This design comes from an exercise in tuning for small area and a short achievable clock period on the open sky130 flow, not from production work.
The RTL was checked by simulation tests, not by an equivalence proof against the original design.
Power and IR drop assume default switching activity.

`flow/run.sh`:
```
#!/bin/bash
# Standard ORFS layout with these changes:
#  - port buffers are buf_1 instead of the cell buffer_ports picks by default;
#  - the slow AND/OR cells (and*, or*) are added to the don't-use list, so
#    synthesis and repair build logic from NAND/NOR/AOI cells;

set -euo pipefail
DU="sky130_fd_sc_hd__probe_p_8 sky130_fd_sc_hd__probec_p_8 sky130_fd_sc_hd__lpflow_bleeder_1 sky130_fd_sc_hd__lpflow_clkbufkapwr_1 sky130_fd_sc_hd__lpflow_clkbufkapwr_16 sky130_fd_sc_hd__lpflow_clkbufkapwr_2 sky130_fd_sc_hd__lpflow_clkbufkapwr_4 sky130_fd_sc_hd__lpflow_clkbufkapwr_8 sky130_fd_sc_hd__lpflow_clkinvkapwr_1 sky130_fd_sc_hd__lpflow_clkinvkapwr_16 sky130_fd_sc_hd__lpflow_clkinvkapwr_2 sky130_fd_sc_hd__lpflow_clkinvkapwr_4 sky130_fd_sc_hd__lpflow_clkinvkapwr_8 sky130_fd_sc_hd__lpflow_decapkapwr_12 sky130_fd_sc_hd__lpflow_decapkapwr_3 sky130_fd_sc_hd__lpflow_decapkapwr_4 sky130_fd_sc_hd__lpflow_decapkapwr_6 sky130_fd_sc_hd__lpflow_decapkapwr_8 sky130_fd_sc_hd__lpflow_inputiso0n_1 sky130_fd_sc_hd__lpflow_inputiso0p_1 sky130_fd_sc_hd__lpflow_inputiso1n_1 sky130_fd_sc_hd__lpflow_inputiso1p_1 sky130_fd_sc_hd__lpflow_inputisolatch_1 sky130_fd_sc_hd__lpflow_isobufsrc_1 sky130_fd_sc_hd__lpflow_isobufsrc_16 sky130_fd_sc_hd__lpflow_isobufsrc_2 sky130_fd_sc_hd__lpflow_isobufsrc_4 sky130_fd_sc_hd__lpflow_isobufsrc_8 sky130_fd_sc_hd__lpflow_isobufsrckapwr_16 sky130_fd_sc_hd__lpflow_lsbuf_lh_hl_isowell_tap_1 sky130_fd_sc_hd__lpflow_lsbuf_lh_hl_isowell_tap_2 sky130_fd_sc_hd__lpflow_lsbuf_lh_hl_isowell_tap_4 sky130_fd_sc_hd__lpflow_lsbuf_lh_isowell_4 sky130_fd_sc_hd__lpflow_lsbuf_lh_isowell_tap_1 sky130_fd_sc_hd__lpflow_lsbuf_lh_isowell_tap_2 sky130_fd_sc_hd__lpflow_lsbuf_lh_isowell_tap_4"
EX=" sky130_fd_sc_hd__or2_0 sky130_fd_sc_hd__or2_1 sky130_fd_sc_hd__or2_2 sky130_fd_sc_hd__or2_4 sky130_fd_sc_hd__or3_1 sky130_fd_sc_hd__or3_2 sky130_fd_sc_hd__or3_4 sky130_fd_sc_hd__or4_1 sky130_fd_sc_hd__or4_2 sky130_fd_sc_hd__or4_4 sky130_fd_sc_hd__or2b_1 sky130_fd_sc_hd__or2b_2 sky130_fd_sc_hd__or2b_4 sky130_fd_sc_hd__or3b_1 sky130_fd_sc_hd__or3b_2 sky130_fd_sc_hd__or3b_4 sky130_fd_sc_hd__or4b_1 sky130_fd_sc_hd__or4b_2 sky130_fd_sc_hd__or4b_4 sky130_fd_sc_hd__or4bb_1 sky130_fd_sc_hd__or4bb_2 sky130_fd_sc_hd__or4bb_4 sky130_fd_sc_hd__and2_0 sky130_fd_sc_hd__and2_1 sky130_fd_sc_hd__and2_2 sky130_fd_sc_hd__and2_4 sky130_fd_sc_hd__and3_1 sky130_fd_sc_hd__and3_2 sky130_fd_sc_hd__and3_4 sky130_fd_sc_hd__and4_1 sky130_fd_sc_hd__and4_2 sky130_fd_sc_hd__and4_4 sky130_fd_sc_hd__and2b_1 sky130_fd_sc_hd__and2b_2 sky130_fd_sc_hd__and2b_4 sky130_fd_sc_hd__and3b_1 sky130_fd_sc_hd__and3b_2 sky130_fd_sc_hd__and3b_4 sky130_fd_sc_hd__and4b_1 sky130_fd_sc_hd__and4b_2 sky130_fd_sc_hd__and4b_4 sky130_fd_sc_hd__and4bb_1 sky130_fd_sc_hd__and4bb_2 sky130_fd_sc_hd__and4bb_4"
bash standard.sh "BUFFER_PORTS_ARGS=-buffer_cell sky130_fd_sc_hd__buf_1" "DONT_USE_CELLS=$DU $EX" finish > layout.log 2>&1
```
`standard.sh`:
```
#!/bin/bash
# synth_recipe.tcl (not shown) runs the flow's synth.tcl, then flattens the netlist and writes it again
# the make line also repeats each setting of config.mk as NAME=value (left out here)
make -C /OpenROAD-flow-scripts/flow DESIGN_CONFIG=/design/flow/config.mk WORK_HOME=/design/flow/orfs CLKGATE_MAP_FILE= SYNTH_SCRIPT=/design/flow/synth_recipe.tcl "${@:-finish}"
```
`config.mk`:
```
export PLATFORM = sky130hd
export DESIGN_NAME = LU_cache
export DESIGN_NICKNAME = LU_cache
export VERILOG_FILES = /design/flow/design.v
export SDC_FILE = /design/flow/constraint.sdc
export NUM_CORES = 4
export LEC_CHECK = 0
export CAP_MARGIN = 20
export CORE_MARGIN = 2
export CORE_UTILIZATION = 55
export CTS_CLUSTER_DIAMETER = 150
export CTS_CLUSTER_SIZE = 30
export SETUP_SLACK_MARGIN = 3.0
export SLEW_MARGIN = 20
export SYNTH_HIERARCHICAL = 1
```
`constraint.sdc`:
```
create_clock -name core_clock -period 7.0 [get_ports {clk}]
set_input_delay 1.4000 -clock core_clock [delete_from_list [all_inputs] [get_ports {clk}]]
set_output_delay 1.4000 -clock core_clock [all_outputs]
set_load 0.01 [all_outputs]
```
`design.v`:
```
module sel_mux #(
    parameter W = 8
)(
    input s,
    input sn,
    input [W - 1:0] a,
    input [W - 1:0] b,
    output [W - 1:0] x
);
assign x = ({W{s}} & a) | ({W{sn}} & b);
endmodule  
module ne_cmp #(
    parameter W = 4
)(
    input [W - 1:0] a,
    input [W - 1:0] b,
    output ne
);
assign ne = a != b;
endmodule  
module g_nor #(
    parameter N = 2
)(
    input [N - 1:0] a,
    output y
);
assign y = ~(|a);
endmodule  
module g_nand #(
    parameter N = 2
)(
    input [N - 1:0] a,
    output y
);
assign y = ~(&a);
endmodule  
module g_oai22 (
    input a1,
    input a2,
    input b1,
    input b2,
    output y
);
assign y = ~((a1 | a2) & (b1 | b2));
endmodule  
module pre_gate #(
    parameter HAS_P = 1,
    parameter HAS_Q = 0,
    parameter BMODE = 1
)(
    input p,
    input q,
    input b,
    output pa
);
wire pt = HAS_P ? p : 1'b1;
wire qt = HAS_Q ? q : 1'b1;
wire bt = (BMODE == 0) ? 1'b1 : (BMODE == 1) ? b : ~b;
assign pa = ~(pt & qt & bt);
endmodule  
module hold_gate #(
    parameter HAS_G = 1,
    parameter HAS_P = 1,
    parameter P_ANY = 1
)(
    input nd,
    input g,
    input p,
    output hold
);
wire gt = HAS_G ? g : 1'b1;
wire pt = HAS_P ? (P_ANY ? ~p : p) : 1'b1;
assign hold = ~(nd & gt & pt);
endmodule  
module LU_cache #(
    parameter CELL_SIZE = 8,
    parameter CELL_COUNT = 128,
    parameter CELL_ADDR_SIZE = 7
)
(
    input clk,
    input reset,
    input [CELL_SIZE - 1:0] data_in,
    input new_data,
    output [CELL_COUNT * CELL_SIZE - 1:0] data_out
);
localparam NG = CELL_COUNT / 4;     
localparam NB = CELL_COUNT / 16;    
localparam H = CELL_SIZE / 2;
reg  [CELL_COUNT * CELL_SIZE - 1:0] cells;
wire [CELL_COUNT * CELL_SIZE - 1:0] cells_next;
wire [CELL_COUNT * CELL_SIZE - 1:0] shifted = {cells[(CELL_COUNT - 1) * CELL_SIZE - 1:0], data_in};
wire [CELL_COUNT - 1:0] ml, mh;     
wire [CELL_COUNT - 1:0] hold;
wire [CELL_COUNT - 1:0] shift;
assign data_out = cells;
genvar i;
generate
    for (i = 0; i < CELL_COUNT; i = i + 1) begin : cmp
        ne_cmp #(.W(H)) L (.a(cells[i * CELL_SIZE +: H]), .b(data_in[H - 1:0]), .ne(ml[i]));
        ne_cmp #(.W(CELL_SIZE - H)) U (.a(cells[i * CELL_SIZE + H +: CELL_SIZE - H]),
                                        .b(data_in[CELL_SIZE - 1:H]), .ne(mh[i]));
    end
endgenerate
wire [NG - 1:0] e0, e2, y01, y23, n1, n2, n3, zg;
generate
    for (i = 0; i < NG; i = i + 1) begin : grp
        g_nor  #(.N(2)) E0 (.a({mh[4 * i], ml[4 * i]}), .y(e0[i]));
        g_nor  #(.N(2)) E2 (.a({mh[4 * i + 2], ml[4 * i + 2]}), .y(e2[i]));
        g_oai22        Y01 (.a1(ml[4 * i]), .a2(mh[4 * i]), .b1(ml[4 * i + 1]), .b2(mh[4 * i + 1]), .y(y01[i]));
        g_oai22        Y23 (.a1(ml[4 * i + 2]), .a2(mh[4 * i + 2]), .b1(ml[4 * i + 3]), .b2(mh[4 * i + 3]), .y(y23[i]));
        g_nor  #(.N(1)) N1 (.a(e0[i +: 1]), .y(n1[i]));
        g_nor  #(.N(1)) N2 (.a(y01[i +: 1]), .y(n2[i]));
        g_nor  #(.N(2)) N3 (.a({e2[i], y01[i]}), .y(n3[i]));
        g_nor  #(.N(2)) ZG (.a({y23[i], y01[i]}), .y(zg[i]));
    end
endgenerate
wire [NB - 1:0] a2, a3, ab;
generate
    for (i = 0; i < NB; i = i + 1) begin : blk
        g_nand #(.N(2)) A2 (.a(zg[4 * i +: 2]), .y(a2[i]));
        g_nand #(.N(3)) A3 (.a(zg[4 * i +: 3]), .y(a3[i]));
        g_nand #(.N(4)) A4 (.a(zg[4 * i +: 4]), .y(ab[i]));
    end
endgenerate
wire [NB - 1:0] np, nq;
assign np[0] = 1'b1;
assign nq[4:0] = 5'b11111;
g_nor #(.N(1)) P1 (.a(ab[0:0]), .y(np[1]));
g_nor #(.N(2)) P2 (.a(ab[1:0]), .y(np[2]));
g_nor #(.N(3)) P3 (.a(ab[2:0]), .y(np[3]));
g_nor #(.N(4)) P4 (.a(ab[3:0]), .y(np[4]));
g_nor #(.N(1)) Q5 (.a(ab[4:4]), .y(nq[5]));
g_nor #(.N(2)) Q6 (.a(ab[5:4]), .y(nq[6]));
g_nor #(.N(3)) Q7 (.a(ab[6:4]), .y(nq[7]));
assign np[7:5] = {3{np[4]}};
wire [NG - 1:0] pa;
generate
    for (i = 0; i < NG; i = i + 1) begin : pre
        localparam integer K = i % 4;     
        localparam integer M = i / 4;     
        wire bterm = (K == 0) ? 1'b1 : (K == 1) ? zg[i - 1] : (K == 2) ? a2[M] : a3[M];
        if (M == 0 || (K == 0 && M < 5)) begin : none
            assign pa[i] = 1'b0;          
        end else begin : gate
            pre_gate #(.HAS_P(M != 0), .HAS_Q(M >= 5), .BMODE(K == 0 ? 0 : K == 1 ? 1 : 2)) G (
                .p(np[M]), .q(nq[M]), .b(bterm), .pa(pa[i]));
        end
    end
endgenerate
generate
    for (i = 0; i < CELL_COUNT; i = i + 1) begin : sel
        localparam integer T = i % 4;           
        localparam integer K = (i / 4) % 4;     
        localparam integer M = i / 16;          
        wire gterm = (T == 0) ? 1'b1 : (T == 1) ? n1[i / 4] : (T == 2) ? n2[i / 4] : n3[i / 4];
        wire pterm = (M == 0) ? ((K == 0) ? 1'b1 : (K == 1) ? zg[i / 4 - 1] : (K == 2) ? a2[0] : a3[0])
                   : (K == 0 && M < 5) ? np[M] : pa[i / 4];
        localparam PANY = (M == 0) ? (K >= 2) : !(K == 0 && M < 5);
        hold_gate #(
            .HAS_G(T != 0),
            .HAS_P(M != 0 || K != 0), .P_ANY(PANY)
        ) HG (
            .nd(new_data), .g(gterm), .p(pterm), .hold(hold[i])
        );
        g_nor #(.N(1)) S (.a(hold[i +: 1]), .y(shift[i]));
        sel_mux #(.W(CELL_SIZE)) MX (
            .s(shift[i]),
            .sn(hold[i]),
            .a(shifted[i * CELL_SIZE +: CELL_SIZE]),
            .b(cells[i * CELL_SIZE +: CELL_SIZE]),
            .x(cells_next[i * CELL_SIZE +: CELL_SIZE])
        );
    end
endgenerate
always @(posedge clk or negedge reset) begin
    if (!reset) cells <= 0;
    else cells <= cells_next;
end
endmodule  
```
==> impl_metrics.toml, run 1 <==
[placed_design]
numPortBuffers = 1034
place_congestion = 1.041
dpl_cell_area_sq_um = 53930
hpwl_mm = 141.0

[power_and_ir_drop]
irDropWorstVdd_mv = 0.2337
power_frac_comb_pct = 29.2
leakage_nw = 23.34
intPower_mw = 8.871
clockPowerShare_pct = 20.7
power_mw = 14.24
p_switching_mw = 5.373
pwr-share-seq_pct = 50.1
swShare_pct = 37.72
power_density_nw_per_um2 = 254.3

[layout]
largest_reg_flops = 1024
area_growth_syn_to_layout_pct = 12.24
reg.largest.list = "cells (1024)"
diodes = 0
drive_above_1_share_pct = 5.756
top_register = "cells"
nNetsFinal = 5119
stdcell_area_sq_um = 56020
fin_util_pct = 62.24

[job]
drv_cap = 0

[worst_setup_path]
crit_path_start_kind = "primary input"
worstPathMaxFanout = 19
crit_family = "simple AND/OR/NAND/NOR gates"
worst-path-buf-inv = 4
path_cells = "clkbuf_16, buf_12, buf_6, xnor2_1, nand4_1, o22ai_1, nor2_2, nand4_1, nor3_4, nand3b_1, nand3b_1, buf_4, a22o_1"
cp_slowest_cell = "nor3_4"
endpoint_kind = "register"
cp.required_ns = 7.57
crit_arrival_ns = 4.55
crit_type = "in2reg"
critPathMaxStageDelay_ns = 0.39

[min_path]
hold_path.class = "reg2reg"

[timing]
finClkSkew_ns = 0.04543
fin_crit_ns = 3.985
max_slew_margin_pct = 35.51
period_share_pct = 56.93
tightestPinTransition_ns = 0.9674
final_max_slew_viol_count = 0
setup_tns_ns = 0
setup_viol = 0
rsz0062_at_grt = "no"
fmax_mhz = 250.9
final-hold-violation-count = 0

[cts]
cts_hold_buf = 0
clk_latency_ns = 0.67
cts_buffers = 40
cts.clk_slew.worst_paths_ns = 0.11
root_buffer = "clkbuf_16"
ctsHtreeMaxLevel = 2
cts_sinks = 1024
cts_tree = "built"
cts_max_path_buffers = 3

[run_status]
outcome = "timing/DRC/antenna clean"

[yosys]
synthCells = 4138
synth_area_sq_um = 49910
syn_avg_cell_area_sq_um = 12.06
synth_nets = 4149
synth_warnings = 7

[floorplanning]
ios = 1035
dieArea_sq_um = 93170
start_util_pct = 55.45
die_x_microns = 305.2
rows = 110
chipHeight_microns = 305.2
core_area_sq_um = 90010

[routing]
num_vias = 39590
ant_nets = 0
wl_per_cell_microns = 29.65
drc_errors = 0
drt_iter0_drc = 3927
via_per_inst = 6.301
wl_mm = 186.3
first_pass_iters = 6

[global_route]
gr-total-overflow = 0
antenna_found_initial = 1
grt_use_total_pct = 38.51
grt_first_pass_wirelength_mm = 267.1
grt_pass1_vias = 37000
grt_max_degree = 164
-- per-layer routing --
metal  GRT usage (%)  vias up  part of all wire [%]
li1                -    16970                     -
met1           51.09    20340                    40
met2           59.07     1895                    45
met3           8.784      389                   8.7
met4           20.63        0                   6.6
met5               0        -                     0
-- power groups by stage --
stage                     clock [mW]  sequential (mW)  combinational (mW)
after floorplan                    0             7.10                2.74
after global placement             0             7.21                3.73
final                           2.95             7.13                4.16
after CTS                       3.00             7.09                3.93
after global routing            3.18             7.17                4.42
after detailed placement           0             7.20                3.77
-- worst paths after layout --
kind | start | end | slack, ns | cells after the start
max in group asynchronous | reset | cells[253] | 4.64 | 2
setup reg to reg | cells[36] | cells[727] | 3.76 | 12
setup / recovery | data_in[3] | cells[979] | 3.02 | 13
hold / removal | cells[1020] | cells[1020] | 0.51 | 1
hold reg to reg | cells[1020] | cells[1020] | 0.51 | 1
min in group asynchronous | reset | cells[675] | 0.85 | 1
-- layout make-up --
| class | count | area (sq um) |
|---|---|---|
| Fill cell | 7535 | 33990 |
| Sequential cell | 1024 | 25620 |
| Multi-Input combinational cell | 2663 | 21560 |
| Timing Repair Buffer | 1184 | 5577 |
| Tap cell | 1176 | 1471 |
| Clock buffer | 41 | 1026 |
| Inverter | 195 | 732.0 |
| Clock inverter | 1 | 30.03 |
-- worst register-to-register path, delay by kind of cell (launching register included) --
kind	cells	cell delay, ns
simple gates	6	1.45
buf+inv	3	0.67
flops	1	0.52
compound gates	2	0.33
xor+xnor	1	0.18
-- metrics by stage --
step	hold slack, ns	std cells	setup WS (ns)
2_1_floorplan	0.5323	4138	3.204
3_3_place_gp	0.4820	6157	1.030
3_5_place_dp	0.4797	6157	0.9980
4_1_cts	0.5071	6237	3.000
5_1_grt	0.5295	6284	3.006
6_report	0.5064	6284	3.015
-- cells in the final DEF (no fill, tap or decap), types with 69 or more instances in the layout --
| cell type | count |
|---|---|
| a22o_1 | 1024 |
| buf_1 | 1024 |
| buf_4 | 106 |
| dfrtp_1 | 1024 |
| inv_1 | 126 |
| inv_2 | 69 |
| nand3b_1 | 84 |
| nand4_1 | 261 |
| nor2_1 | 118 |
| xnor2_1 | 1016 |
-- repair_timing --
item | in CTS | in global routing
pin swaps | 5 | 6
gates resized for setup | 98 | 53
setup endpoints to repair | 896 | 728
gates cloned | 0 | 4
buffers inserted | 38 | 43
==> run 2: changes to the inputs <==
--- a/config.mk
+++ b/config.mk
@@ -8,8 +8,8 @@
 export CAP_MARGIN = 20
 export CORE_MARGIN = 2
 export CORE_UTILIZATION = 55
-export CTS_CLUSTER_DIAMETER = 150
-export CTS_CLUSTER_SIZE = 30
-export SETUP_SLACK_MARGIN = 3.0
+export CTS_CLUSTER_DIAMETER = 100
+export CTS_CLUSTER_SIZE = 20
+export SETUP_SLACK_MARGIN = 3.3
 export SLEW_MARGIN = 20
 export SYNTH_HIERARCHICAL = 1
==> run 2 against run 1 <==
Critical path depth rose by 2; combinational power grew 6.3%; non-clock buffer count increased by 89; largest cell class unchanged; highest routed layer unchanged.
==> impl_metrics.toml, run 2 <==
[worst_setup_path]
startpoint = "data_in[3]"
critPathMaxStageDelay_ns = 0.34
crit_family = "simple AND/OR/NAND/NOR gates"
path_cells = "clkbuf_16, buf_12, buf_4, xnor2_1, nand4_1, o22ai_2, nor2_2, nand4_1, nor4_4, buf_6, buf_12, nand3b_1, nand3b_1, buf_6, a22o_1"
crit_arrival_ns = 4.45
cp.required_ns = 7.59
endpoint_kind = "register"
reg2reg_depth = 12
r2r-start = "cells[133]"
worst-path-stages = 15
crit_type = "in2reg"
crit_path_start_kind = "primary input"
worst-path-buf-inv = 6
cp_slowest_cell = "nor4_4"
worstPathMaxFanout = 5

[timing]
fmax_mhz = 259.5
final-hold-violation-count = 0
period_share_pct = 55.05
fin_crit_ns = 3.854
final_max_slew_viol_count = 0
finClkSkew_ns = 0.03137
setup_viol = 0
tightestPinTransition_ns = 1.119
max_slew_margin_pct = 25.42
rsz0062_at_grt = "yes"
setup_tns_ns = 0

[layout]
layoutNonFillerInstCount = 6394
diodes = 0
mostFrequentLayoutCells = "a22o_1 (1,024), dfrtp_1 (1,024), buf_1 (1,024), xnor2_1 (1,015), nand4_1 (261)"
drive_above_1_share_pct = 8.950
area_growth_syn_to_layout_pct = 17.09
fill_cells = 7432
top_register = "cells"
layout.area.seq_sq_um = 25620
nNetsFinal = 5226
multiInputGateArea_sq_um = 21780
stdcell_area_sq_um = 58440
largest_reg_flops = 1024
reg.largest.list = "cells (1024)"

[cts]
root_buffer = "clkbuf_16"
cts_hold_buf = 0
cts_buffers = 57
cts_max_path_buffers = 3
cts_sinks = 1024
ctsHtreeMaxLevel = 2
clk_latency_ns = 0.72
cts.clk_slew.worst_paths_ns = 0.08
cts_tree = "built"

[power_and_ir_drop]
irDropWorstVdd_mv = 0.3477
power_density_nw_per_um2 = 256.7
leakage_nw = 24.45

[floorplanning]
rows = 110
die_x_microns = 305.2
dieArea_sq_um = 93170
start_util_pct = 55.45
chipHeight_microns = 305.2
core_area_sq_um = 90010
ios = 1035

[global_route]
gr-total-overflow = 0
grt_use_total_pct = 41.29
grt_first_pass_wirelength_mm = 283.1
grt_pass1_vias = 38320
antenna_found_initial = 1
grt_max_degree = 168

[routing]
drc_errors = 0
num_vias = 40790
wl_mm = 199.2
first_pass_iters = 5
drt_iter0_drc = 4268
ant_nets = 0
via_per_inst = 6.379
wl_per_cell_microns = 31.15

[run_status]
outcome = "timing/DRC/antenna clean"

[yosys]
synthCells = 4138
syn_avg_cell_area_sq_um = 12.06
synth_area_sq_um = 49910
synth_nets = 4149
synth_warnings = 7

[placed_design]
place_inst = 6148
dpl_cell_area_sq_um = 53920
place_congestion = 0.9412
numPortBuffers = 1034
hpwl_mm = 141.3

[job]
drv_cap = 0

[min_path]
hold_path.class = "reg2reg"
min_from = "cells[1021]"
hold_path_depth = 1
==> run 2: what timing repair did <==
action / in CTS / in global routing
gates resized for setup: 194 / 145
endpoints found under the setup margin: 929 / 765
buffers inserted: 123 / 22
gates cloned: 25 / 14
pin swaps: 25 / 120
==> run 2: where the power goes <==
part	switching, mW	leakage [nW]	internal, mW	total [mW]
registers	0.729	14.2	6.33	7.06
clock network	2.02	0.740	1.50	3.52
logic	2.64	9.52	1.78	4.42
total	5.40	24.5	9.60	15.0
==> run 2: final timing paths <==
path | slack [ns] | to
setup reg to reg | 3.81 | cells[986]
setup / recovery | 3.15 | cells[986]
hold / removal | 0.50 | cells[1021]
hold reg to reg | 0.50 | cells[1021]
max in group asynchronous | 4.70 | cells[280]
min in group asynchronous | 0.78 | cells[21]
==> run 2: final cells by class <==
type	count	area share, %
clock buffer	60	2.533
clock inverter	2	0.04282
inverter	195	1.417
multi-input combinational	2664	37.27
sequential	1024	43.85
tap	1176	2.518
timing repair buffer	1273	12.37
==> run 2: worst reg2reg max path: stages, from the launching register on <==
cell      delay [ns]
dfrtp_1         0.51
xnor2_1         0.18
nand4_1         0.11
o22ai_2         0.14
nor2_4          0.22
nand4_1         0.25
nor4_4          0.34
buf_6           0.21
buf_12          0.16
nand3b_1        0.23
nand3b_1        0.31
buf_6           0.24
a22o_1          0.18
==> run 2: layer usage <==
metal / vias up / global-route usage (%) / part of all wire [%]
met4: 0 / 24.16 / 7.1
met3: 460 / 11.34 / 10
li1: 17220 / - / -
met1: 20970 / 53.35 / 38
met2: 2138 / 62.57 / 45
met5: - / 0 / 0
==> run 2: per-stage QoR <==
| step | power, mW | util (%) | hold WS [ns] | setup slack (ns) |
|---|---|---|---|---|
| global placement | 10.67 | 59.91 | 0.4802 | 1.291 |
| detailed placement | 10.70 | 59.91 | 0.4852 | 1.214 |
| finish | 15.00 | 64.92 | 0.5005 | 3.146 |
| floorplan | 9.837 | - | 0.5323 | 3.335 |
| global route | 15.55 | 64.92 | 0.5282 | 3.141 |
| CTS | 14.67 | 64.09 | 0.5036 | 3.221 |
==> run 3: changes to the inputs <==
--- a/config.mk
+++ b/config.mk
@@ -13,3 +13,4 @@
 export SETUP_SLACK_MARGIN = 3.3
 export SLEW_MARGIN = 20
 export SYNTH_HIERARCHICAL = 1
+export TNS_END_PERCENT = 0
==> run 3 against run 2 <==
Clock power about the same; largest cell class unchanged; die area unchanged; combinational power decreased by 6.8%; critical path type unchanged; sequential share of layout area increased by 0.86 points; fmax down 1.9%; synthesized cell count unchanged; clock skew up 0.0033 ns; non-clock buffer count fell by 52.
==> impl_metrics.toml, run 3 <==
[worst_setup_path]
endpoint_kind = "register"
cp_slowest_cell = "nand2b_1"
critPathMaxStageDelay_ns = 0.37
cp.required_ns = 7.65
crit_family = "simple AND/OR/NAND/NOR gates"
reg2reg_depth = 12
reg2reg_setup_slack_ns = 3.77
r2r-start = "cells[163]"
crit_arrival_ns = 4.58
worst-path-buf-inv = 6
worst_r2r_endpoint = "cells[677]"
crit_path_start_kind = "primary input"
startpoint = "data_in[0]"
worstPathMaxFanout = 14
crit_type = "in2reg"
path_cells = "clkbuf_16, buf_16, buf_4, xnor2_1, nand4_1, o22ai_1, nor2_2, nand4_1, nor4_4, buf_6, clkbuf_16, nand3_1, nand2b_1, inv_2, a22o_1"

[min_path]
min_from = "cells[1021]"
hold-path-endpoint = "cells[1021]"
hold_path_depth = 1
hold_path.class = "reg2reg"

[global_route]
grt_use_total_pct = 40.49
antenna_found_initial = 1
grt_pass1_vias = 37790
grt_max_degree = 168
grt_first_pass_wirelength_mm = 278.7
gr-total-overflow = 0

[timing]
setup_viol = 0
period_share_pct = 56.12
tightestPinTransition_ns = 1.106
max_slew_margin_pct = 26.29
rsz0062_at_grt = "yes"
final_max_slew_viol_count = 0
final-hold-violation-count = 0
fin_crit_ns = 3.928
finClkSkew_ns = 0.03467
setup_tns_ns = 0
fmax_mhz = 254.6

[layout]
mostFrequentLayoutCells = "a22o_1 (1,024), dfrtp_1 (1,024), buf_1 (1,024), xnor2_1 (1,016), nand4_1 (261)"
diodes = 0
area_growth_syn_to_layout_pct = 14.85
largest_reg_flops = 1024
drive_above_1_share_pct = 7.047
fill_cells = 7613
reg.largest.list = "cells (1024)"
top_register = "cells"
nNetsFinal = 5173

[cts]
root_buffer = "clkbuf_16"
cts_sinks = 1024
cts_buffers = 57
ctsHtreeMaxLevel = 2
cts_tree = "built"
clk_latency_ns = 0.72
cts_hold_buf = 0
cts.clk_slew.worst_paths_ns = 0.08
cts_max_path_buffers = 3

[routing]
top_layer_used = "met4"
m1WireLength_mm = 75.58
num_vias = 40160
wl_mm = 195.2
first_pass_iters = 6
wl_met3_mm = 19.05
wl_per_cell_microns = 30.79
drc_errors = 0
drt_iter0_drc = 4167
ant_nets = 0
met2WireLength_mm = 87.29
via_per_inst = 6.333

[floorplanning]
core_area_sq_um = 90010
chipHeight_microns = 305.2
ios = 1035
rows = 110
start_util_pct = 55.45
dieArea_sq_um = 93170
die_x_microns = 305.2

[yosys]
syn_avg_cell_area_sq_um = 12.06
synthCells = 4138
synth_warnings = 7
synth_area_sq_um = 49910
synth_nets = 4149

[power_and_ir_drop]
power_density_nw_per_um2 = 256.2
irDropWorstVdd_mv = 0.3487
power_mw = 14.69
leakage_nw = 23.98

[run_status]
outcome = "timing/DRC/antenna clean"

[placed_design]
numPortBuffers = 1034
place_congestion = 0.9412
hpwl_mm = 141.3

[job]
drv_cap = 0
run 3: layer usage:
metal | vias up | GRT usage [%]
met3 | 441 | 11.38
met4 | 0 | 22.89
li1 | 17100 | -
met5 | - | 0
met1 | 20630 | 52.52
met2 | 1984 | 61.30
run 3: layout make-up:
class	instances	area (sq um)	share of cell area, %
well taps	1176	1471	2.567
repair buffers	1221	6374	11.12
multi-input cells	2663	21600	37.69
flip-flops and latches	1024	25620	44.70
clock inverters	2	25.02	0.04366
inverters	195	740.7	1.292
clock buffers	60	1480	2.582
run 3: worst max path at each step:
stage	endpoint	slack, ns	cells past startpoint
2_1_floorplan	cells[680]	3.34	10
3_3_place_gp	cells[981]	1.29	14
3_5_place_dp	cells[968]	1.21	14
4_1_cts	cells[972]	3.12	17
5_1_grt	cells[857]	3.04	15
6_report	cells[677]	3.07	15
run 3: repair_timing:
| action | CTS | global route |
|---|---|---|
| buffers inserted | 78 | 32 |
| endpoints found under the setup margin | 929 | 877 |
| pin swaps | 9 | 17 |
| gates resized for setup | 142 | 48 |
| gates cloned | 13 | 8 |
run 3: power by group:
part	internal (mW)	switching, mW
logic	1.58	2.54
registers	6.33	0.723
clock network	1.50	2.02
total	9.41	5.28
run 3: metrics by stage:
stage	util (%)	cells	instance area (sq um)	hold slack, ns	setup WS (ns)
after floorplan	-	4138	49920	0.5323	3.335
after global placement	59.91	6148	53920	0.4802	1.291
after detailed placement	59.91	6148	53920	0.4852	1.214
after CTS	63.07	6301	56770	0.5036	3.117
after global routing	63.68	6341	57320	0.5282	3.043
final	63.68	6341	57320	0.5000	3.072
==> run 4: changes to the inputs <==
--- a/config.mk
+++ b/config.mk
@@ -10,7 +10,7 @@
 export CORE_UTILIZATION = 55
 export CTS_CLUSTER_DIAMETER = 100
 export CTS_CLUSTER_SIZE = 20
-export SETUP_SLACK_MARGIN = 3.3
+export PLACE_DENSITY = 0.72
+export SETUP_SLACK_MARGIN = 3.0
 export SLEW_MARGIN = 20
 export SYNTH_HIERARCHICAL = 1
-export TNS_END_PERCENT = 0
==> run 4 against run 3 <==
Register-to-register slack worse by 0.02 ns; cell count is 0.22% lower; sequential share of layout area is 0.13 points higher; sequential cell count stayed put; synthesized cell count stayed put; global-route usage is 2.5 points lower; first-iteration DRC count is 15% higher; non-clock buffer count is 17 lower; largest power group unchanged.
==> impl_metrics.toml, run 4 <==
[placed_design]
place_inst = 6153
dpl_cell_area_sq_um = 53980
hpwl_mm = 133.7
place_congestion = 0.9802
numPortBuffers = 1034

[power_and_ir_drop]
pwr-share-seq_pct = 47.8
clockPowerShare_pct = 23.7
leakage_nw = 23.96
power_frac_comb_pct = 28.6
swShare_pct = 36.64
power_mw = 14.75
power_density_nw_per_um2 = 258.1
p_switching_mw = 5.404
intPower_mw = 9.346
irDropWorstVdd_mv = 0.2666

[cts]
cts_buffers = 57
clk_latency_ns = 0.72
cts_tree = "built"
cts_sinks = 1024
cts_max_path_buffers = 3
cts.clk_slew.worst_paths_ns = 0.08
root_buffer = "clkbuf_16"
ctsHtreeMaxLevel = 2
cts_hold_buf = 0

[worst_setup_path]
crit_path_start_kind = "primary input"
worstPathMaxFanout = 8
cp.required_ns = 7.58
reg2reg_depth = 13
endpoint_kind = "register"
reg2reg_setup_slack_ns = 3.75
crit_arrival_ns = 4.59
worst_r2r_endpoint = "cells[846]"
crit_type = "in2reg"
r2r-start = "cells[263]"

[yosys]
synth_area_sq_um = 49910
synthCells = 4138
syn_avg_cell_area_sq_um = 12.06
synth_nets = 4149
synth_warnings = 7

[global_route]
grt_use_total_pct = 37.98
grt_max_degree = 151
grt_pass1_vias = 38250
gr-total-overflow = 0
antenna_found_initial = 2
grt_first_pass_wirelength_mm = 265.2

[layout]
fill_cells = 7206
nNetsFinal = 5156
area_growth_syn_to_layout_pct = 14.51
largest_reg_flops = 1024
drive_above_1_share_pct = 5.845
layout.area.seq_sq_um = 25620
top_register = "cells"
multiInputGateArea_sq_um = 21560
reg.largest.list = "cells (1024)"
stdcell_area_sq_um = 57150
fin_util_pct = 63.49
layoutNonFillerInstCount = 6327
mostFrequentLayoutCells = "a22o_1 (1,024), dfrtp_1 (1,024), buf_1 (1,024), xnor2_1 (1,015), nand4_1 (261)"

[run_status]
outcome = "timing/DRC/antenna clean"

[job]
drv_cap = 0

[routing]
wl_per_cell_microns = 29.70
drc_errors = 0
wl_mm = 187.9
m1WireLength_mm = 70.76
ant_nets = 0
first_pass_iters = 5
met2WireLength_mm = 84.26
via_per_inst = 6.427
num_vias = 40660
drt_iter0_drc = 4788
top_layer_used = "met5"
wl_met3_mm = 19.05

[min_path]
hold_path_depth = 1
hold_path.class = "reg2reg"
min_from = "cells[1023]"
hold-path-endpoint = "cells[1023]"

[floorplanning]
rows = 110
start_util_pct = 55.45
die_x_microns = 305.2
chipHeight_microns = 305.2
dieArea_sq_um = 93170
ios = 1035
core_area_sq_um = 90010

[timing]
rsz0062_at_grt = "yes"
final-hold-violation-count = 0
max_slew_margin_pct = 30.31
period_share_pct = 57.24
fin_crit_ns = 4.007
setup_viol = 0
tightestPinTransition_ns = 1.045
final_max_slew_viol_count = 0
finClkSkew_ns = 0.03645
setup_tns_ns = 0
fmax_mhz = 249.6
run 4: repair_timing:
item | 4_1_cts | 5_1_grt
gates cloned | 7 | 14
buffers inserted | 35 | 53
resized for setup | 52 | 64
pin swaps | 6 | 15
setup endpoints to repair | 896 | 631
run 4: critical path: stages:
cell       delay (ns)
clkbuf_16        0.16
buf_16           0.17
buf_16           0.17
xnor2_2          0.13
nand4_1          0.14
o22ai_2          0.13
nor2_1           0.15
buf_4            0.17
nand4_1          0.27
nor4_4           0.30
buf_6            0.18
buf_12           0.15
nand3b_1         0.23
nand3b_1         0.38
buf_4            0.24
a22o_1           0.17
run 4: worst max-delay path by stage:
stage	startpoint	cells past startpoint	end
floorplan	data_in[7]	10	cells[680]
global placement	data_in[1]	14	cells[854]
detailed placement	data_in[1]	13	cells[509]
CTS	data_in[6]	15	cells[791]
global route	data_in[3]	16	cells[846]
finish	data_in[3]	16	cells[846]
run 4: area by class of cell:
type	instances	share of cell area, %
Antenna cell	1	0.004379
Inverter	195	1.281
Clock inverter	3	0.04379
Sequential cell	1024	44.84
Timing Repair Buffer	1204	10.92
Multi-Input combinational cell	2663	37.72
Tap cell	1176	2.575
Clock buffer	61	2.614
run 4: per-stage QoR:
stage | hold slack (ns) | setup WS, ns
3_5_place_dp | 0.4808 | 1.200
2_1_floorplan | 0.5323 | 3.204
3_3_place_gp | 0.4770 | 1.228
4_1_cts | 0.5031 | 3.002
6_report | 0.5001 | 2.993
5_1_grt | 0.5103 | 2.984
run 4: routing by layer:
layer / track usage [%] / up-vias
met3: 9.498 / 526
met5: 0 / -
li1: - / 17090
met1: 48.92 / 20650
met2: 57.87 / 2395
met4: 23.53 / 2
run 4: power by group through the flow:
stage,Clock [mW],Sequential [mW],Combinational (mW)
after floorplan,0,7.10,2.74
after global placement,0,7.13,3.65
after detailed placement,0,7.13,3.73
after CTS,3.52,7.02,3.90
after global routing,3.71,7.10,4.46
final,3.49,7.05,4.21
==> run 5: changes to the inputs <==
--- a/config.mk
+++ b/config.mk
@@ -10,7 +10,6 @@
 export CORE_UTILIZATION = 55
 export CTS_CLUSTER_DIAMETER = 100
 export CTS_CLUSTER_SIZE = 20
-export PLACE_DENSITY = 0.72
 export SETUP_SLACK_MARGIN = 3.0
 export SLEW_MARGIN = 20
 export SYNTH_HIERARCHICAL = 1
==> run 5 against run 4 <==
Still clean; worst hold slack worse by 0.0038 ns; area after synthesis unchanged; clock skew about the same; utilization down 0.76 points; power up 0.22%; sequential power up 1%; clock power about the same; global-route usage up 0.66 points; worst setup slack better by 0.049 ns; critical endpoint is now cells[656]; largest cell class unchanged; highest routed layer is now met4.
==> impl_metrics.toml, run 5 <==
[timing]
final-hold-violation-count = 0
fin_crit_ns = 3.958
finalWorstSetupSlack_ns = 3.042
setup_tns_ns = 0
final_max_slew_viol_count = 0
max_slew_margin_pct = 34.63
fmax_mhz = 252.7
setup_viol = 0
period_share_pct = 56.54
finClkSkew_ns = 0.03650
tightestPinTransition_ns = 0.9806
rsz0062_at_grt = "yes"

[routing]
num_vias = 39900
via_per_inst = 6.334
wl_per_cell_microns = 29.75
first_pass_iters = 5
drt_iter0_drc = 3996
ant_nets = 0
drc_errors = 0
wl_mm = 187.4

[floorplanning]
rows = 110
core_area_sq_um = 90010
ios = 1035
die_x_microns = 305.2
dieArea_sq_um = 93170
chipHeight_microns = 305.2
start_util_pct = 55.45

[worst_setup_path]
path_cells = "clkbuf_16, xnor2_1, nand4_1, o22ai_1, nor2_2, nand4_1, buf_4, nor4_4, buf_12, nand2_1, nand3b_1, inv_2, a22o_1"
endpoint_kind = "register"
crit_arrival_ns = 4.60
crit_path_start_kind = "primary input"
cp.required_ns = 7.64
worstPathMaxFanout = 40
cp_slowest_cell = "nor2_2"
critPathMaxStageDelay_ns = 0.46
crit_top_cell = "nand4_1"
crit_type = "in2reg"

[yosys]
synth_warnings = 7
syn_avg_cell_area_sq_um = 12.06
synth_nets = 4149
synth_area_sq_um = 49910
synthCells = 4138

[placed_design]
numPortBuffers = 1034
place_congestion = 1.041
dpl_cell_area_sq_um = 53930
place_ws_ns = 0.9980
hpwl_mm = 141.0

[layout]
area_growth_syn_to_layout_pct = 13.14
reg.largest.list = "cells (1024)"
top_register = "cells"
multiInputGateArea_sq_um = 21570
diodes = 0
mostFrequentLayoutCells = "a22o_1 (1,024), dfrtp_1 (1,024), buf_1 (1,024), xnor2_1 (1,016), nand4_1 (261)"
largest_reg_flops = 1024
layout.area.seq_sq_um = 25620
fin_util_pct = 62.73
stdcell_area_sq_um = 56470
fill_cells = 7518
nNetsFinal = 5132
drive_above_1_share_pct = 6.012

[cts]
root_buffer = "clkbuf_16"
cts_tree = "built"
ctsHtreeMaxLevel = 2
cts_buffers = 57
cts.clk_slew.worst_paths_ns = 0.09
cts_sinks = 1024
clk_latency_ns = 0.71
cts_max_path_buffers = 3

[job]
drv_cap = 0

[global_route]
grt_use_total_pct = 38.64
grt_first_pass_wirelength_mm = 268.3
grt_max_degree = 164
antenna_found_initial = 1
gr-total-overflow = 0
grt_pass1_vias = 37190

[power_and_ir_drop]
power_density_nw_per_um2 = 261.8
power_mw = 14.78
irDropWorstVdd_mv = 0.2185
leakage_nw = 23.55

[run_status]
outcome = "timing/DRC/antenna clean"

[min_path]
hold_path.class = "reg2reg"
[run 5: repair_timing]
action | CTS | global route
gates cloned | 0 | 6
endpoints found under the setup margin | 896 | 775
hold buffers | 0 | 0
endpoints found under the hold margin | 0 | 0
pin swaps | 5 | 5
gates resized for setup | 92 | 60
buffers inserted | 30 | 45
[run 5: layout make-up]
cell class,instances,share of cell area [%]
clock inverter,2,0.04432
clock buffer,59,2.615
inverter,195,1.303
sequential,1024,45.38
tap,1176,2.606
multi-input combinational,2664,38.20
timing repair buffer,1179,9.850
[run 5: per-stage QoR]
step	hold WS, ns	instances
4_1_cts	0.5013	6248
6_report	0.4963	6299
2_1_floorplan	0.5323	4138
5_1_grt	0.5232	6299
3_5_place_dp	0.4797	6157
3_3_place_gp	0.4820	6157
[run 5: worst max-delay path, delay by kind of cell]
family / cells / cell delay (ns)
and+or+nand+nor: 6 / 1.57
buffers and inverters: 4 / 0.95
xor gates and xnor gates: 1 / 0.23
AOI/OAI and AO/OA: 2 / 0.31
[run 5: metal layers]
metal  track usage, %  share of wire, %  routed length (microns)  vias to the layer above
li1                 -                 -                        -                    17020
met1            50.87                39                    73120                    20430
met2            59.30                45                    84610                     2021
met3            9.020               9.3                    17370                      427
met4            21.27               6.6                    12300                        0
met5                0                 0                        0                        -
[run 5: final timing paths]
| check | startpoint | end | slack, ns | cells past startpoint |
|---|---|---|---|---|
| max in group asynchronous | reset | cells[235] | 4.65 | 2 |
| worst max-delay path | data_in[0] | cells[656] | 3.04 | 13 |
| worst min register to register | cells[1016] | cells[1016] | 0.50 | 1 |
| worst max register to register | cells[7] | cells[656] | 3.59 | 12 |
| worst min-delay path | cells[1016] | cells[1016] | 0.50 | 1 |
| min in group asynchronous | reset | cells[673] | 0.83 | 1 |
[run 5: report_power, final]
| part | internal, mW | switching, mW |
|---|---|---|
| clock network | 1.50 | 2.00 |
| registers | 6.32 | 0.805 |
| logic | 1.46 | 2.69 |
| total | 9.29 | 5.50 |
==> run 6: changes to the inputs <==
--- a/config.mk
+++ b/config.mk
@@ -10,6 +10,7 @@
 export CORE_UTILIZATION = 55
 export CTS_CLUSTER_DIAMETER = 100
 export CTS_CLUSTER_SIZE = 20
+export PLACE_DENSITY = 0.85
 export SETUP_SLACK_MARGIN = 3.0
 export SLEW_MARGIN = 20
 export SYNTH_HIERARCHICAL = 1
==> run 6 against run 5 <==
Still clean; design area increased by 2.1%; clock skew down 0.014 ns; worst setup slack worse by 0.16 ns; non-clock buffer count is 56 higher; power is 1.2% higher; combinational power grew 3%; cell count up 0.98%; utilization increased by 1.3 points; critical endpoint is now cells[723].
==> impl_metrics.toml, run 6 <==
[global_route]
grt_first_pass_wirelength_mm = 274.4
grt_pass1_vias = 39730
gr-total-overflow = 0
grt_use_total_pct = 39.26
antenna_found_initial = 4
grt_max_degree = 155

[cts]
cts_sinks = 1024
ctsHtreeMaxLevel = 2
cts_max_path_buffers = 3
cts_tree = "built"
cts.clk_slew.worst_paths_ns = 0.08
clk_latency_ns = 0.70
cts_buffers = 58
root_buffer = "clkbuf_16"

[routing]
first_pass_iters = 6
num_vias = 42520
ant_nets = 0
drc_errors = 0
drt_iter0_drc = 5918
wl_mm = 193.4
via_per_inst = 6.684
wl_per_cell_microns = 30.40

[placed_design]
place_inst = 6149
dpl_cell_area_sq_um = 53950
place_ws_ns = 1.100
place_congestion = 0.9903
numPortBuffers = 1034
hpwl_mm = 133.2

[layout]
mostFrequentLayoutCells = "a22o_1 (1,024), dfrtp_1 (1,024), buf_1 (1,024), xnor2_1 (1,014), nand4_1 (261)"
largest_reg_flops = 1024
reg.largest.list = "cells (1024)"
layoutNonFillerInstCount = 6361
drive_above_1_share_pct = 7.194
top_register = "cells"
diodes = 0
nNetsFinal = 5188
fin_util_pct = 64.07
area_growth_syn_to_layout_pct = 15.56
fill_cells = 6781
stdcell_area_sq_um = 57670

[floorplanning]
chipHeight_microns = 305.2
start_util_pct = 55.45
rows = 110
die_x_microns = 305.2
dieArea_sq_um = 93170
core_area_sq_um = 90010
ios = 1035

[power_and_ir_drop]
leakage_nw = 24.17
power_density_nw_per_um2 = 259.3
irDropWorstVdd_mv = 0.2538

[min_path]
hold_path_depth = 1
hold_path.class = "reg2reg"

[worst_setup_path]
cp.required_ns = 7.59
crit_arrival_ns = 4.70
endpoint_kind = "register"
worstPathMaxFanout = 20
reg2reg_depth = 15
crit_path_start_kind = "primary input"
crit_type = "in2reg"

[timing]
rsz0062_at_grt = "yes"
setup_viol = 0
finalWorstSetupSlack_ns = 2.887
tightestPinTransition_ns = 1.098
period_share_pct = 58.76
final-hold-violation-count = 0
max_slew_margin_pct = 26.77
final_max_slew_viol_count = 0
setup_tns_ns = 0
fin_crit_ns = 4.113
fmax_mhz = 243.1
finClkSkew_ns = 0.02277

[run_status]
outcome = "timing/DRC/antenna clean"

[yosys]
synthCells = 4138
synth_area_sq_um = 49910
synth_warnings = 7
syn_avg_cell_area_sq_um = 12.06
synth_nets = 4149

[job]
drv_cap = 0
run 6: stage by stage:
stage	hold WS, ns	total power, mW
floorplan	0.5323	9.837
global placement	0.4795	10.70
detailed placement	0.4808	10.83
CTS	0.5034	14.62
global route	0.5263	15.44
finish	0.5019	14.96
run 6: final cells by class:
cell class	instances	area, sq um	area share, %
clock buffer	62	1540	2.671
clock inverter	6	50.05	0.08678
inverter	195	744.5	1.291
multi-input combinational	2663	21640	37.52
sequential	1024	25620	44.43
tap	1176	1471	2.551
timing repair buffer	1235	6603	11.45
run 6: path summary, 6_finish.rpt:
check | startpoint | to | slack [ns]
min | cells[1017] | cells[1017] | 0.50
max | data_in[0] | cells[723] | 2.89
max in group asynchronous | reset | cells[58] | 4.57
min in group asynchronous | reset | cells[428] | 0.80
min reg2reg | cells[1017] | cells[1017] | 0.50
max reg2reg | cells[3] | cells[723] | 3.49
run 6: where the power goes:
group	total, mW	switching [mW]	internal (mW)	leakage (nW)
Clock	3.56	2.00	1.56	0.784
Sequential	7.10	0.771	6.33	14.2
Combinational	4.30	2.72	1.58	9.19
run 6: per-layer routing:
metal | vias to the layer above | GRT usage, % | wire length, microns
li1 | 17130 | - | -
met1 | 21170 | 48.95 | 67450
met2 | 3407 | 58.02 | 83650
met3 | 814 | 11.07 | 23950
met4 | 4 | 30.11 | 18280
met5 | - | 0 | 25
run 6: critical path, stage by stage:
cell,delay (ns)
clkbuf_16,0.17
buf_12,0.15
buf_12,0.17
xnor2_1,0.15
nand4_1,0.13
o22ai_1,0.15
nor2_2,0.31
nand4_1,0.34
nor4_4,0.28
buf_6,0.17
buf_6,0.10
buf_12,0.14
nand3b_1,0.19
nand3b_1,0.34
buf_4,0.27
a22o_1,0.19
run 6: repair_timing:
action,4_1_cts,5_1_grt
pin swaps,8,46
buffers inserted,58,58
gates cloned,16,12
hold buffers,0,0
endpoints found under the setup margin,896,693
resized for setup,118,58
==> run 7: changes to the inputs <==
--- a/config.mk
+++ b/config.mk
@@ -7,10 +7,9 @@
 export LEC_CHECK = 0
 export CAP_MARGIN = 20
 export CORE_MARGIN = 2
-export CORE_UTILIZATION = 55
-export CTS_CLUSTER_DIAMETER = 100
-export CTS_CLUSTER_SIZE = 20
-export PLACE_DENSITY = 0.85
+export CORE_UTILIZATION = 60
+export CTS_CLUSTER_DIAMETER = 120
+export CTS_CLUSTER_SIZE = 25
 export SETUP_SLACK_MARGIN = 3.0
 export SLEW_MARGIN = 20
 export SYNTH_HIERARCHICAL = 1
==> run 7 against run 6 <==
Sequential share of layout area up 0.45 points; clock power shrank 12%; sequential cell count did not move; power decreased by 3.1%; design area decreased by 1.0%; sequential power barely moved; critical endpoint is now cells[757]; utilization grew 5.4 points; largest cell class unchanged; worst setup slack improved by 0.11 ns.
==> impl_metrics.toml, run 7 <==
[floorplanning]
start_util_pct = 60.69
ios = 1035
chipHeight_microns = 292.4
rows = 105
dieArea_sq_um = 85500
core_area_sq_um = 82240
die_x_microns = 292.4

[worst_setup_path]
worst-path-buf-inv = 7
r2r-start = "cells[116]"
worst_r2r_endpoint = "cells[757]"
crit_family = "buffers and inverters"
reg2reg_setup_slack_ns = 3.66
cp_slowest_cell = "nand3b_1"
worstPathMaxFanout = 15
crit_type = "in2reg"
endpoint_kind = "register"
reg2reg_depth = 14
critPathMaxStageDelay_ns = 0.36
cp.required_ns = 7.53
crit_path_start_kind = "primary input"
path_cells = "clkbuf_16, clkbuf_16, xnor2_1, nand4_1, o22ai_1, nor2_1, nand4_1, buf_4, nor4_4, buf_6, buf_6, buf_12, nand3b_1, nand3b_1, buf_6, a22o_1"
crit_arrival_ns = 4.53
crit_top_cell = "buf_6"

[layout]
nNetsFinal = 5178
stdcell_area_sq_um = 57100
drive_above_1_share_pct = 6.481
fill_cells = 6435
fin_util_pct = 69.43
largest_reg_flops = 1024
mostFrequentLayoutCells = "a22o_1 (1,024), dfrtp_1 (1,024), buf_1 (1,024), xnor2_1 (1,016), nand4_1 (261)"
top_register = "cells"
area_growth_syn_to_layout_pct = 14.40
reg.largest.list = "cells (1024)"
layout.area.seq_sq_um = 25620
multiInputGateArea_sq_um = 21650

[timing]
period_share_pct = 57.23
finClkSkew_ns = 0.03212
tightestPinTransition_ns = 0.9587
final-hold-violation-count = 0
max_slew_margin_pct = 36.09
fin_crit_ns = 4.006
final_max_slew_viol_count = 0
fmax_mhz = 249.6
setup_tns_ns = 0
setup_viol = 0
rsz0062_at_grt = "no"

[cts]
cts.clk_slew.worst_paths_ns = 0.09
root_buffer = "clkbuf_16"
cts_tree = "built"
clk_latency_ns = 0.66
cts_hold_buf = 0
cts_max_path_buffers = 3
cts_buffers = 46
ctsHtreeMaxLevel = 2
cts_sinks = 1024

[placed_design]
hpwl_mm = 141.1
place_congestion = 1.099
numPortBuffers = 1034
dpl_cell_area_sq_um = 53860

[routing]
num_vias = 41010
m1WireLength_mm = 72.53
drc_errors = 0
wl_per_cell_microns = 31.33
ant_nets = 0
first_pass_iters = 7
top_layer_used = "met5"
wl_met3_mm = 22.22
wl_mm = 195.5
drt_iter0_drc = 4425
met2WireLength_mm = 84.39
via_per_inst = 6.571

[run_status]
outcome = "timing/DRC/antenna clean"

[global_route]
grt_max_degree = 162
grt_first_pass_wirelength_mm = 269.4
gr-total-overflow = 0
grt_pass1_vias = 37780
grt_use_total_pct = 42.60
antenna_found_initial = 5

[yosys]
synthCells = 4138
synth_area_sq_um = 49910
syn_avg_cell_area_sq_um = 12.06
synth_warnings = 7
synth_nets = 4149

[min_path]
hold_path_depth = 1
min_from = "cells[1016]"
hold-path-endpoint = "cells[1016]"
hold_path.class = "reg2reg"

[power_and_ir_drop]
power_mw = 14.50
irDropWorstVdd_mv = 0.2522
leakage_nw = 23.98
power_density_nw_per_um2 = 253.9

[job]
drv_cap = 0
run 7: per-stage QoR:
step / std cells / hold slack, ns / setup WS (ns)
global route: 6239 / 0.5455 / 2.968
detailed placement: 6058 / 0.4886 / 1.299
floorplan: 4138 / 0.5323 / 3.204
CTS: 6164 / 0.5100 / 2.961
global placement: 6058 / 0.4800 / 1.358
finish: 6240 / 0.5115 / 2.994
run 7: routing by layer:
metal,up-vias,global-route usage (%)
li1,17100,-
met2,2566,62.45
met4,2,27.58
met1,20770,56.08
met5,-,0
met3,561,11.53
run 7: layout make-up:
type	count	share of cell area, %
diodes	1	0.004383
clock buffers	50	2.154
inverters	195	1.282
multi-input cells	2663	37.92
flip-flops and latches	1024	44.88
well taps	1070	2.345
repair buffers	1237	11.42
run 7: worst max path at each step:
stage	startpoint	to	slack [ns]	depth (start not counted)
3_5_place_dp	data_in[5]	cells[1023]	1.30	13
3_3_place_gp	data_in[5]	cells[1022]	1.36	13
5_1_grt	data_in[2]	cells[805]	2.97	16
4_1_cts	data_in[3]	cells[1013]	2.96	14
6_report	data_in[0]	cells[757]	2.99	16
2_1_floorplan	data_in[7]	cells[680]	3.20	10
run 7: report_power, final:
part	switching [mW]	leakage (nW)	internal, mW	total (mW)
registers	0.757	14.2	6.33	7.08
logic	2.77	9.19	1.51	4.28
clock network	1.88	0.605	1.25	3.13
total	5.40	24.0	9.09	14.5
run 7: repair_timing:
item,in CTS,in global routing
pin swaps,9,21
setup endpoints to repair,896,758
gates cloned,3,25
buffers inserted,53,50
resized for setup,66,103
==> run 8: changes to the inputs <==
--- a/config.mk
+++ b/config.mk
@@ -7,7 +7,7 @@
 export LEC_CHECK = 0
 export CAP_MARGIN = 20
 export CORE_MARGIN = 2
-export CORE_UTILIZATION = 60
+export CORE_UTILIZATION = 55
 export CTS_CLUSTER_DIAMETER = 120
 export CTS_CLUSTER_SIZE = 25
 export SETUP_SLACK_MARGIN = 3.0
==> run 8 against run 7 <==
Still clean; non-clock buffer count shrank 55; sequential power up 0.7%; power fell by 0.55%; sequential cell count did not move.
==> impl_metrics.toml, run 8 <==
[timing]
final_max_slew_viol_count = 0
setup_viol = 0
finalWorstSetupSlack_ns = 3.091
tightestPinTransition_ns = 0.9745
final-hold-violation-count = 0
rsz0062_at_grt = "yes"
period_share_pct = 55.84
fin_crit_ns = 3.909
setup_tns_ns = 0
fmax_mhz = 255.8
whs_ns = 0.5054
finClkSkew_ns = 0.02992
max_slew_margin_pct = 35.03

[routing]
num_vias = 40120
wl_mm = 187.8
ant_nets = 0
drc_errors = 0
drt_iter0_drc = 4207
via_per_inst = 6.378
wl_per_cell_microns = 29.86
first_pass_iters = 6

[run_status]
outcome = "timing/DRC/antenna clean"

[worst_setup_path]
worst_r2r_endpoint = "cells[658]"
r2r-start = "cells[7]"
crit_family = "simple AND/OR/NAND/NOR gates"
path_cells = "buf_12, buf_16, xnor2_1, nand4_1, o22ai_1, nor2_2, nand4_1, buf_4, nor4_4, buf_12, nand2_1, nand3b_1, inv_2, a22o_1"
reg2reg_setup_slack_ns = 3.76
crit_type = "in2reg"
crit_path_start_kind = "primary input"
critPathMaxStageDelay_ns = 0.42
endpoint_kind = "register"
cp_slowest_cell = "nand3b_1"
reg2reg_depth = 12
crit_arrival_ns = 4.50
cp.required_ns = 7.59
worst-path-buf-inv = 5
worstPathMaxFanout = 21

[layout]
top_register = "cells"
area_growth_syn_to_layout_pct = 12.68
fill_cells = 7525
nNetsFinal = 5124
reg.largest.list = "cells (1024)"
largest_reg_flops = 1024
stdcell_area_sq_um = 56240
diodes = 0
drive_above_1_share_pct = 5.944
mostFrequentLayoutCells = "a22o_1 (1,024), dfrtp_1 (1,024), buf_1 (1,024), xnor2_1 (1,016), nand4_1 (261)"

[floorplanning]
die_x_microns = 305.2
dieArea_sq_um = 93170
chipHeight_microns = 305.2
ios = 1035
start_util_pct = 55.45
core_area_sq_um = 90010
rows = 110

[placed_design]
place_ws_ns = 0.9980
numPortBuffers = 1034
place_congestion = 1.041
dpl_cell_area_sq_um = 53930
hpwl_mm = 141.0

[yosys]
synth_warnings = 7
synth_nets = 4149
syn_avg_cell_area_sq_um = 12.06
synth_area_sq_um = 49910
synthCells = 4138

[global_route]
gr-total-overflow = 0
grt_first_pass_wirelength_mm = 267.6
antenna_found_initial = 1
grt_pass1_vias = 37090
grt_use_total_pct = 38.47
grt_max_degree = 164

[power_and_ir_drop]
power_density_nw_per_um2 = 256.4
power_mw = 14.42
leakage_nw = 23.43
irDropWorstVdd_mv = 0.1964

[cts]
root_buffer = "clkbuf_16"
cts_buffers = 46
cts_tree = "built"
ctsHtreeMaxLevel = 2
clk_latency_ns = 0.65
cts_sinks = 1024
cts.clk_slew.worst_paths_ns = 0.10
cts_max_path_buffers = 3

[min_path]
hold_path.class = "reg2reg"
min_from = "cells[1020]"
hold_path_depth = 1
hold-path-endpoint = "cells[1020]"

[job]
drv_cap = 0
==> run 8: cell types whose count changed in the layout (fill, tap and decap cells not counted), sizes merged <==
cell,before,now
clkinvlp,0,1
bufbuf,2,0
diode,1,0
nand3b,84,85
buf,1210,1172
clkbuf,75,58
==> run 8: final cells by class <==
class / instances / area, sq um / area share, %
Clock inverter: 1 / 8.758 / 0.01557
Clock buffer: 48 / 1180 / 2.098
Sequential cell: 1024 / 25620 / 45.56
Inverter: 195 / 735.7 / 1.308
Multi-Input combinational cell: 2664 / 21590 / 38.39
Tap cell: 1176 / 1471 / 2.616
Timing Repair Buffer: 1182 / 5628 / 10.01
==> run 8: how the worst max path moves through the flow <==
stage / startpoint / end / slack (ns) / depth (start not counted)
after global routing: data_in[6] / cells[746] / 2.99 / 14
after detailed placement: data_in[3] / cells[827] / 1.0 / 13
after CTS: data_in[0] / cells[993] / 2.99 / 13
after floorplan: data_in[7] / cells[680] / 3.20 / 10
final: data_in[6] / cells[658] / 3.09 / 14
after global placement: data_in[3] / cells[798] / 1.03 / 13
==> run 8: layer usage <==
layer	global-route usage (%)	share of wire [%]	vias up
met5	0	0	-
met4	20.06	6.7	0
met3	8.292	8.7	416
met2	59.30	45	2033
met1	51.33	39	20660
li1	-	-	17020
==> run 8: timing repair <==
item / in CTS / in global routing
hold endpoints to repair: 0 / 0
hold buffers: 0 / 0
gates resized for setup: 101 / 65
setup endpoints to repair: 896 / 737
pin swaps: 7 / 5
gates cloned: 0 / 6
buffers inserted: 43 / 35
==> run 8: where the power goes <==
part / switching, mW / total, mW / internal [mW]
Combinational: 2.70 / 4.17 / 1.47
Clock: 1.90 / 3.11 / 1.21
Sequential: 0.809 / 7.13 / 6.33
==> run 8: per-stage QoR <==
| stage | cells | utilization [%] |
|---|---|---|
| 4_1_cts | 6249 | 61.85 |
| 2_1_floorplan | 4138 | - |
| 5_1_grt | 6290 | 62.48 |
| 3_5_place_dp | 6157 | 59.91 |
| 3_3_place_gp | 6157 | 59.91 |
| 6_report | 6290 | 62.48 |
==> run 9: changes to the inputs <==
--- a/config.mk
+++ b/config.mk
@@ -10,6 +10,6 @@
 export CORE_UTILIZATION = 55
 export CTS_CLUSTER_DIAMETER = 120
 export CTS_CLUSTER_SIZE = 25
-export SETUP_SLACK_MARGIN = 3.0
+export SETUP_SLACK_MARGIN = 3.2
 export SLEW_MARGIN = 20
 export SYNTH_HIERARCHICAL = 1
==> run 9 against run 8 <==
Critical path depth grew 4; power grew 2.3%; area after synthesis is the same; register-to-register slack lost 0.15 ns; combinational power grew 7.9%; worst hold slack lost 0.0024 ns; cell count grew 1.7%; first-iteration DRC count grew 6.8%; die area is the same; clock skew shrank 0.0053 ns; count of clock-buffer cells in the layout is the same.
==> impl_metrics.toml, run 9 <==
[worst_setup_path]
path_cells = "clkbuf_16, buf_16, buf_4, buf_4, xnor2_1, nand4_1, o22ai_1, nor2_2, nand4_1, buf_4, nor4_4, buf_4, clkbuf_16, buf_12, nand3b_1, nand3b_1, buf_6, a22o_1"
crit_family = "buffers and inverters"
worst-path-buf-inv = 9
crit_path_start_kind = "primary input"
startpoint = "data_in[4]"
crit_arrival_ns = 4.53
cp.required_ns = 7.53
worst_r2r_endpoint = "cells[969]"
endpoint = "cells[969]"
reg2reg_setup_slack_ns = 3.61
reg2reg_depth = 14
worstPathMaxFanout = 14
worst-path-stages = 18
critPathMaxStageDelay_ns = 0.30
r2r-start = "cells[23]"
crit_type = "in2reg"
endpoint_kind = "register"
crit_top_cell = "buf_4"
cp_slowest_cell = "nand3b_1"

[job]
drv_cap = 0

[timing]
rsz0062_at_grt = "yes"
final_max_slew_viol_count = 0
fin_crit_ns = 4.003
setup_tns_ns = 0
period_share_pct = 57.18
fmax_mhz = 249.8
final-hold-violation-count = 0
max_slew_margin_pct = 36.05
setup_viol = 0
tightestPinTransition_ns = 0.9592
finClkSkew_ns = 0.02466
finalWorstSetupSlack_ns = 2.997

[routing]
num_vias = 40800
wl_per_cell_microns = 30.64
drc_errors = 0
first_pass_iters = 7
ant_nets = 0
drt_iter0_drc = 4495
wl_mm = 196.0
via_per_inst = 6.379

[cts]
cts_sinks = 1024
cts_buffers = 46
clk_latency_ns = 0.65
cts_hold_buf = 0
cts.clk_slew.worst_paths_ns = 0.10
root_buffer = "clkbuf_16"
cts_max_path_buffers = 3
cts_tree = "built"
ctsHtreeMaxLevel = 2

[layout]
largest_reg_flops = 1024
top_register = "cells"
layout.area.seq_sq_um = 25620
drive_above_1_share_pct = 8.603
stdcell_area_sq_um = 57810
reg.largest.list = "cells (1024)"
nNetsFinal = 5229
mostFrequentLayoutCells = "a22o_1 (1,024), dfrtp_1 (1,024), buf_1 (1,024), xnor2_1 (1,015), nand4_1 (261)"
fill_cells = 7405
multiInputGateArea_sq_um = 21800
area_growth_syn_to_layout_pct = 15.83

[placed_design]
place_congestion = 1.041
hpwl_mm = 141.0
place_ws_ns = 0.9980
numPortBuffers = 1034
dpl_cell_area_sq_um = 53930

[global_route]
grt-busiest-layer = "met2"
use_met1_pct = 51.56
met3_usage_pct = 9.110
gr-total-overflow = 0
grt_use_total_pct = 39.08
grtUsageMet2_pct = 59.97
grt_first_pass_wirelength_mm = 270.7
grt_max_degree = 164
antenna_found_initial = 3
grt_pass1_vias = 37330

[min_path]
hold_path.class = "reg2reg"
hold_path_depth = 1

[floorplanning]
chipHeight_microns = 305.2
core_area_sq_um = 90010
ios = 1035
dieArea_sq_um = 93170
start_util_pct = 55.45
die_x_microns = 305.2
rows = 110

[yosys]
syn_avg_cell_area_sq_um = 12.06
synthCells = 4138
synth_nets = 4149
synth_warnings = 7
synth_area_sq_um = 49910

[power_and_ir_drop]
power_density_nw_per_um2 = 255.2
power_mw = 14.75
irDropWorstVdd_mv = 0.1957
leakage_nw = 24.17

[run_status]
outcome = "timing/DRC/antenna clean"
run 9: changes by cell type in the layout (fill, tap and decap cells not counted), sizes merged:
cell      delta
buf         +91
clkbuf      +15
clkinvlp     -1
diode        +1
inv          +1
nand3b       -1
run 9: area by class of cell:
cell class	instances	share of cell area, %
Sequential cell	1024	44.32
Multi-Input combinational cell	2663	37.70
Timing Repair Buffer	1288	12.00
Tap cell	1176	2.545
Clock buffer	48	2.041
Inverter	195	1.370
Clock inverter	1	0.01515
Antenna cell	1	0.004329
run 9: power by group:
part	leakage [nW]	switching, mW	internal [mW]	total, mW
combinational	9.39	2.84	1.65	4.50
sequential	14.2	0.817	6.33	7.14
clock	0.585	1.90	1.21	3.11
total	24.2	5.56	9.19	14.8
run 9: through the flow:
stage | hold WS (ns) | cells | utilization [%]
floorplan | 0.5323 | 4138 | -
finish | 0.5030 | 6396 | 64.23
CTS | 0.5038 | 6269 | 62.24
global route | 0.5259 | 6396 | 64.23
global placement | 0.4820 | 6157 | 59.91
detailed placement | 0.4797 | 6157 | 59.91
run 9: worst min path at each step:
stage | from | end | slack, ns
after CTS | cells[1016] | cells[1016] | 0.50
after detailed placement | cells[1020] | cells[1020] | 0.48
final | cells[1020] | cells[1020] | 0.50
after global routing | cells[1016] | cells[1016] | 0.53
after global placement | cells[1018] | cells[1018] | 0.48
after floorplan | cells[1016] | cells[1016] | 0.53
run 9: routing by layer:
layer | vias to the layer above | wire (microns) | part of all wire [%]
met2 | 2216 | 87720 | 45
li1 | 17210 | - | -
met3 | 451 | 19370 | 9.9
met4 | 2 | 12970 | 6.6
met5 | - | 14 | 0.0071
met1 | 20920 | 75890 | 39
run 9: timing repair:
action	in CTS	in global routing
endpoints found under the setup margin	958	818
setup buffers	58	101
gates resized for setup	141	149
gates cloned	5	25
pin swaps	9	58
hold endpoints to repair	0	0

re-timing with driven ports:
The flow's constraints put no driver on any port. The routed layouts listed below were extracted and timed again, unchanged, in two steps. Step 1: set_driving_cell puts a clkbuf_16 on clk and a buf_2 on each other input, an assumption about the parent block. Step 2 moves the port delays by t, midway between the first and last clock arrival at a register: inputs arrive t later, outputs are due t later. That takes back most of the time a late clock gives input paths. a / b / c = no drivers / after step 1 / after step 2; a / b = the first two.
| run | shift t [ns] | setup slack, ns | worst data-port slew with drivers (ns) |
|---|---|---|---|
| run 1 | 0.728 | 3.015 / 2.792 / 2.065 | 0.29 |
| run 2 | 0.780 | 3.146 / 2.948 / 2.168 | 0.35 |
| run 3 | 0.776 | 3.072 / 2.841 / 2.065 | 0.38 |
| run 4 | 0.774 | 2.993 / 2.747 / 1.973 | 0.36 |
| run 5 | 0.766 | 3.042 / 2.859 / 2.093 | 0.28 |
| run 6 | 0.758 | 2.887 / 2.629 / 1.871 | 0.36 |
| run 7 | 0.720 | 2.994 / 2.769 / 2.049 | 0.42 |
| run 8 | 0.708 | 3.091 / 2.851 / 2.143 | 0.32 |
| run 9 | 0.712 | 2.997 / 2.726 / 2.014 | 0.40 |
After both steps every run listed still meets setup and hold. For run 4, which loses most, drivers alone change the setup slack by -0.246 ns; drivers and shift together by -1.020 ns.
